Context: an optimization exercise on an open-source flow, tuned for small area. The choices shown serve that exercise and are no tape-out recipe. Only simulation tests tie the RTL to the original design; equivalence was not proved. No activity file was given, so power comes from the tool's default toggle rates.

== oak ==
==> flow/design.v <==
`default_nettype none
`timescale 1ns/1ns
module clkdivider (
    input wire clk,
    input wire rst,
    output wire st,
    output wire tick,
    output reg z,
    output wire cbit
    );
    reg [2:0] ph;
    reg [7:0] c;
    reg cy;
    assign st = (ph == 3'd0);
    assign tick = (ph == 3'd7);
    wire cin = st | cy;
    wire cb = z ? st : c[0];
    assign cbit = cb ^ cin;
    always @(posedge clk)
        c <= {cbit, c[7:1]};
    always @(posedge clk) begin
        if (rst) begin
            ph <= 3'd4;
            cy <= 1'b0;
            z <= 1'b1;
        end else begin
            ph <= ph + 1'b1;
            cy <= cin & cb;
            if (ph == 3'd3) z <= 1'b0;
        end
    end
endmodule
`default_nettype none
`timescale 1ns/1ns
module debounce (
    input wire clk,
    input wire en,
    input wire reset,
    input wire button,
    output reg debounced,
    output wire ch,
    output wire flip
    );
    reg f;
    reg [2:0] k;
    wire full = &k;
    wire m = button ^ debounced;    
    assign flip = f & full;
    assign ch = f & !full;
    wire mm = m ^ flip;             
    wire clr = reset | (en & (!mm | flip));
    wire inc = en & mm & !full;
    wire set0 = !reset & en & flip & mm;
    always @(posedge clk) begin
        debounced <= !reset & (debounced ^ (en & flip));
        f <= !reset & (en ? full & (f | m) : f);
        k[0] <= set0 | (!clr & (k[0] ^ inc));
        k[1] <= !clr & (k[1] ^ (inc & k[0]));
        k[2] <= !clr & (k[2] ^ (inc & k[0] & k[1]));
    end
endmodule
`default_nettype none
`timescale 1ns/1ns
module encoder (
    input wire a,
    input wire b,
    input wire ch_a,
    input wire ch_b,
    output wire step,
    output wire up
    );
    assign step = (ch_a ^ ch_b) & (a ^ b);
    assign up = ch_a;
endmodule
`default_nettype none
`timescale 1ns/1ns
module pwm (
    input wire clk,
    input wire reset,
    input wire st,
    input wire tick,
    input wire z,
    input wire cbit,
    input wire step,
    input wire up,
    input wire up_next,
    output wire out
    );
    reg [7:0] l;
    reg k, sat, lt, o;
    wire lb = l[0] & !z;
    wire kin = st ? (step & !sat) : k;
    wire nb = lb ^ kin;
    wire sin = st | sat;
    wire ltin = !st & lt;
    wire ltn = (cbit ^ nb) ? nb : ltin;
    always @(posedge clk) begin
        l <= {nb, l[7:1]};
        if (reset) begin
            k <= 1'b0;
            sat <= 1'b1;
            lt <= 1'b0;
            o <= 1'b0;
        end else begin
            k <= kin & (lb ~^ up);
            sat <= sin & (nb ~^ up_next);
            lt <= ltn;
            if (tick) o <= ltn;
        end
    end
    assign out = !reset & o;
endmodule
`default_nettype none
`timescale 1ns/1ns
module rgb_mixer (
    input clk,
    input reset,
    input enc0_a,
    input enc0_b,
    input enc1_a,
    input enc1_b,
    input enc2_a,
    input enc2_b,
    output pwm0_out,
    output pwm1_out,
    output pwm2_out
);
    wire st, tick, z, cbit;
    clkdivider clkdivider0(.clk(clk), .rst(reset), .st(st), .tick(tick), .z(z), .cbit(cbit));
    wire a0, b0, a0_ch, b0_ch, a0_flip, b0_flip;
    wire a1, b1, a1_ch, b1_ch, a1_flip, b1_flip;
    wire a2, b2, a2_ch, b2_ch, a2_flip, b2_flip;
    debounce debounce0_a(.clk(clk), .en(tick), .reset(reset), .button(enc0_a), .debounced(a0), .ch(a0_ch), .flip(a0_flip));
    debounce debounce0_b(.clk(clk), .en(tick), .reset(reset), .button(enc0_b), .debounced(b0), .ch(b0_ch), .flip(b0_flip));
    debounce debounce1_a(.clk(clk), .en(tick), .reset(reset), .button(enc1_a), .debounced(a1), .ch(a1_ch), .flip(a1_flip));
    debounce debounce1_b(.clk(clk), .en(tick), .reset(reset), .button(enc1_b), .debounced(b1), .ch(b1_ch), .flip(b1_flip));
    debounce debounce2_a(.clk(clk), .en(tick), .reset(reset), .button(enc2_a), .debounced(a2), .ch(a2_ch), .flip(a2_flip));
    debounce debounce2_b(.clk(clk), .en(tick), .reset(reset), .button(enc2_b), .debounced(b2), .ch(b2_ch), .flip(b2_flip));
    wire step0, up0, step1, up1, step2, up2;
    encoder encoder0(.a(a0), .b(b0), .ch_a(a0_ch), .ch_b(b0_ch), .step(step0), .up(up0));
    encoder encoder1(.a(a1), .b(b1), .ch_a(a1_ch), .ch_b(b1_ch), .step(step1), .up(up1));
    encoder encoder2(.a(a2), .b(b2), .ch_a(a2_ch), .ch_b(b2_ch), .step(step2), .up(up2));
    pwm pwm0(.clk(clk), .reset(reset), .st(st), .tick(tick), .z(z), .cbit(cbit), .step(step0), .up(up0), .up_next(a0_flip), .out(pwm0_out));
    pwm pwm1(.clk(clk), .reset(reset), .st(st), .tick(tick), .z(z), .cbit(cbit), .step(step1), .up(up1), .up_next(a1_flip), .out(pwm1_out));
    pwm pwm2(.clk(clk), .reset(reset), .st(st), .tick(tick), .z(z), .cbit(cbit), .step(step2), .up(up2), .up_next(a2_flip), .out(pwm2_out));
endmodule
export LEC_CHECK = 0
export ABC_AREA = 1
export CAP_MARGIN = 20
export CORE_MARGIN = 2
export CORE_UTILIZATION = 60
export SLEW_MARGIN = 20
create_clock -name core_clock -period 10.0 [get_ports {clk}]
standard.sh (not shown) runs the stock make flow with config.mk's settings and CLKGATE_MAP_FILE= SYNTH_SCRIPT=/design/flow/synth_recipe.tcl, a recipe that flattens the netlist after the stock synthesis.
==> flow/flow/run.sh <==
#!/bin/bash
# Standard synthesis, then its combinational logic re-mapped for area by ABC
# with a few scripts, keeping the smallest (flip-flops untouched), then the
# standard layout with CTS not adding dummy loads and the ports buffered with
# the smallest buffer. Each tool writes its own log here.
set -euo pipefail
R=orfs/results/sky130hd/rgb_mixer/base
bash standard.sh synth > synth.log 2>&1
mkdir -p remap
cp $R/1_2_yosys.v remap/in.v
ln -sf $FLOW_HOME/platforms/sky130hd/lib/sky130_fd_sc_hd__tt_025C_1v80.lib remap/lib.lib
scripts=(
  '&get,-n;&dch,-f;&nf,-R,1000;&put'
  'strash;dc2;&get,-n;&dch,-f;&nf,-R,1000;&put'
  '&get,-n;&deepsyn,-T,20;&dch,-f;&nf,-R,1000;&put'
  'strash;dc2;&get,-n;&deepsyn,-T,20;&dch,-f;&nf,-R,1000;&put'
)
best=""; besta=1e9
for i in "${!scripts[@]}"; do
  sed -e "s|ABC_SCRIPT|${scripts[$i]//&/\\&}|" -e "s|OUT_V|out$i.v|" flow/remap.ys > remap/remap$i.ys
  (cd remap && timeout 600 yosys -s remap$i.ys > remap$i.log 2>&1) || continue
  a=$(grep 'Chip area' remap/remap$i.log | tail -1 | awk '{print $NF}')
  n=$(grep -c 'sky130_fd_sc_hd__dfxtp' remap/out$i.v || true)
  echo "script $i area $a flops $n" >> remap/summary.log
  if [[ "$n" == "$(grep -c 'sky130_fd_sc_hd__dfxtp' remap/in.v)" ]] && python3 -c "import sys; sys.exit(0 if $a < $besta else 1)"; then
    best=$i; besta=$a
  fi
done
echo "best $best $besta" >> remap/summary.log
[[ -n "$best" ]]
cp remap/out$best.v $R/1_2_yosys.v
rm -f $R/1_synth.odb $R/1_synth.sdc
bash standard.sh \
  "CTS_ARGS=-sink_clustering_enable -repair_clock_nets -dont_use_dummy_load -buf_list sky130_fd_sc_hd__clkbuf_4" \
  "BUFFER_PORTS_ARGS=-buffer_cell sky130_fd_sc_hd__buf_1" finish > finish.log 2>&1
==> flow/flow/remap.ys <==
# Re-map the combinational logic of the standard synthesis netlist for area.
# run.sh fills in ABC_SCRIPT and OUT_V.
# The flip-flops are kept as they are (same instances, names and cells).
read_liberty -ignore_miss_func lib.lib
read_verilog in.v
hierarchy -top rgb_mixer
setattr -mod -set keep_hierarchy 1 sky130_fd_sc_hd__dfxtp_1
flatten
delete t:$scopeinfo
opt_clean -purge
abc -liberty lib.lib -dont_use *lpflow* -dont_use *probe* -script +ABC_SCRIPT
opt_clean -purge
hilomap -singleton -hicell sky130_fd_sc_hd__conb_1 HI -locell sky130_fd_sc_hd__conb_1 LO
insbuf -buf sky130_fd_sc_hd__buf_4 A X
splitnets
opt_clean -purge
select rgb_mixer
stat -liberty lib.lib
write_verilog -noattr -nohex -nodec -selected OUT_V
oak | stages: all done | timing, DRC, antenna: all pass
What pine does differently from oak at the input level:
--- a/flow/design.v
+++ b/flow/design.v
@@ -54,5 +54,5 @@
     always @(posedge clk) begin
         debounced <= !reset & (debounced ^ (en & flip));
-        f <= !reset & (en ? full & (f | m) : f);
+        f <= (en & full & (f | m)) | (!en & f);
         k[0] <= set0 | (!clr & (k[0] ^ inc));
         k[1] <= !clr & (k[1] ^ (inc & k[0]));
@@ -97,14 +97,12 @@
     always @(posedge clk) begin
         l <= {nb, l[7:1]};
+        sat <= sin & (nb ~^ up_next);
+        lt <= ltn;
         if (reset) begin
             k <= 1'b0;
-            sat <= 1'b1;
-            lt <= 1'b0;
             o <= 1'b0;
         end else begin
             k <= kin & (lb ~^ up);
-            sat <= sin & (nb ~^ up_next);
-            lt <= ltn;
-            if (tick) o <= ltn;
+            if (tick) o <= ltn & !z;
         end
     end
==> run notes <==
Cell area | pine vs oak | pine smaller. pine: power density relative to cell area is about 10% higher than what oak reported. Relative to oak, final cell count has decreased by 12 in pine. Hold slack on pine is down relative to oak. pine vs. oak: total routed wire length on the met1 layer went down by about 0.75%. Looking only at ratio of routed vias to standard cells, and setting everything else aside, the lower value of pine and oak goes to pine. In pine relative to oak, final wirelength had gone down slightly. Looking at pine and oak, the later-pin clock latency in the skew report is a wash. When pine is set beside oak, its net count of the finished layout turns out to be 4.0% smaller. The setup slack of pine is larger than that of oak. Share of total power in sequential cells on pine is down relative to oak. Relative to oak, final period utilization has gone down in pine. pine completed every stage of the flow, and the final layout passed the timing, design-rule and antenna checks. Maximum frequency from static timing analysis: pine better than oak.


P:
Starts from the design.v that is shown in full above.
==> flow/config.mk <==
export PLATFORM = sky130hd
export DESIGN_NAME = rgb_mixer
export DESIGN_NICKNAME = rgb_mixer
export VERILOG_FILES = /design/flow/design.v
export SDC_FILE = /design/flow/constraint.sdc
export NUM_CORES = 4
export LEC_CHECK = 0
export ABC_AREA = 1
export CAP_MARGIN = 20
export CORE_MARGIN = 2
export CORE_UTILIZATION = 60
export SLEW_MARGIN = 20
==> flow/constraint.sdc <==
create_clock -name core_clock -period 10.0 [get_ports {clk}]
set_input_delay 2.0000 -clock core_clock [delete_from_list [all_inputs] [get_ports {clk}]]
set_output_delay 2.0000 -clock core_clock [all_outputs]
set_load 0.01 [all_outputs]
==> flow/flow/run.sh <==
#!/bin/bash
# Standard synthesis, then its combinational logic re-mapped for area by ABC
# (flip-flops untouched), then the standard layout with CTS not adding dummy
# loads and the ports buffered with the smallest buffer.
set -euo pipefail
R=orfs/results/sky130hd/rgb_mixer/base
bash standard.sh synth > synth.log 2>&1
mkdir -p remap
cp $R/1_2_yosys.v remap/in.v
cp flow/remap.ys remap/remap.ys
ln -sf $FLOW_HOME/platforms/sky130hd/lib/sky130_fd_sc_hd__tt_025C_1v80.lib remap/lib.lib
(cd remap && yosys -s remap.ys) > remap.log 2>&1
grep -c dfxtp remap/in.v > remap/flops_in.txt
grep -c dfxtp remap/out.v > remap/flops_out.txt
cmp remap/flops_in.txt remap/flops_out.txt
cp remap/out.v $R/1_2_yosys.v
rm -f $R/1_synth.odb $R/1_synth.sdc
bash standard.sh \
  "CTS_ARGS=-sink_clustering_enable -repair_clock_nets -dont_use_dummy_load -buf_list sky130_fd_sc_hd__clkbuf_4" \
  "BUFFER_PORTS_ARGS=-buffer_cell sky130_fd_sc_hd__buf_1" finish > finish.log 2>&1
==> flow/flow/remap.ys <==
# Re-map the combinational logic of the standard synthesis netlist for area.
# The flip-flops are kept as they are (same instances, names and cells).
read_liberty -ignore_miss_func lib.lib
read_verilog in.v
hierarchy -top rgb_mixer
setattr -mod -set keep_hierarchy 1 sky130_fd_sc_hd__dfxtp_1
flatten
delete t:$scopeinfo
opt_clean -purge
abc -liberty lib.lib -dont_use *lpflow* -dont_use *probe* -script +&get,-n;&dch,-f;&nf,-R,1000;&put
opt_clean -purge
hilomap -singleton -hicell sky130_fd_sc_hd__conb_1 HI -locell sky130_fd_sc_hd__conb_1 LO
insbuf -buf sky130_fd_sc_hd__buf_4 A X
splitnets
opt_clean -purge
select rgb_mixer
stat -liberty lib.lib
write_verilog -noattr -nohex -nodec -selected out.v
What Q does differently from P at the input level:
--- a/flow/design.v
+++ b/flow/design.v
@@ -28,38 +28,40 @@
             cy <= cin & cb;
             if (ph == 3'd3) z <= 1'b0;
         end
     end
 endmodule
 `default_nettype none
-`timescale 1ns/1ns
 module debounce (
     input wire clk,
     input wire en,
     input wire reset,
     input wire button,
     output reg debounced,
     output wire ch,
     output wire flip
     );
     reg f;
     reg [2:0] k;
     wire full = &k;
-    wire m = button ^ debounced;    
+    wire m = button ^ debounced;
     assign flip = f & full;
     assign ch = f & !full;
-    wire mm = m ^ flip;             
-    wire clr = reset | (en & (!mm | flip));
-    wire inc = en & mm & !full;
-    wire set0 = !reset & en & flip & mm;
+    wire mm = m ^ flip;
     always @(posedge clk) begin
-        debounced <= !reset & (debounced ^ (en & flip));
-        f <= !reset & (en ? full & (f | m) : f);
-        k[0] <= set0 | (!clr & (k[0] ^ inc));
-        k[1] <= !clr & (k[1] ^ (inc & k[0]));
-        k[2] <= !clr & (k[2] ^ (inc & k[0] & k[1]));
+        if (reset) begin
+            debounced <= 1'b0;
+            f <= 1'b0;
+            k <= 3'd0;
+        end else if (en) begin
+            debounced <= debounced ^ flip;
+            f <= full & (f | m);
+            k[0] <= mm & (!k[0] | full);
+            k[1] <= mm & !flip & ((k[1] ^ k[0]) | full);
+            k[2] <= mm & !flip & ((k[2] ^ (k[1] & k[0])) | full);
+        end
     end
 endmodule
 `default_nettype none
 `timescale 1ns/1ns
 module encoder (
     input wire a,
Results
In Q the die area turned out about 1.5% higher than in P.
Any difference in post-route fraction of the period consumed by the critical path between Q and P is small enough to ignore.
In the tables for P and Q, largest fanout on the critical path reads lower with P.
Max share of cell area taken by multi-input logic gates across P and Q: Q
Between P and Q, the final non-filler cell area is higher for Q.
Worst setup margin: P vs Q, no meaningful difference
Q — all-layer global routing usage 0.17 points higher, P as reference
Count of filler cells inserted in the layout ended up 9 higher on Q than on P.
Compared with P, in Q placeable core area rose by 0.69%, multi-input gate area in the final layout went up.
Higher sum of net half-perimeters after detailed placement was reported by P, not Q.
Cmp P and Q / number of multi-input combinational cells / lower: P

## afterwards: timing with drivers on the ports
In the flow no input, the clock included, has a driving cell. The finished layouts below were timed again as built, in two steps.
Step 1 sets driving cells, clkbuf_16 on the clock port and buf_2 on the other inputs (assumed; they add their load-dependent delay and slew).
Step 2 also shifts input and output timing later by t, the mid clock arrival at the registers, as if the neighbouring blocks saw the same clock.
Three values: ideal ports, drivers, drivers and shift; two values: the first two.
run | shift t [ns] | setup WS [ns] | worst setup path at the end
oak | 0.410 | 5.314 / 5.295 / 5.295 | input to output
pine | 0.417 | 5.377 / 5.358 / 5.358 | input to output
P | 0.419 | 5.310 / 5.289 / 5.289 | input to output
Q | 0.413 | 5.309 / 5.287 / 5.287 | input to output
After both steps setup and hold are still met in every run listed. The setup slack of Q, which loses most, moves by -0.022 ns with the drivers and by -0.022 ns with both steps.
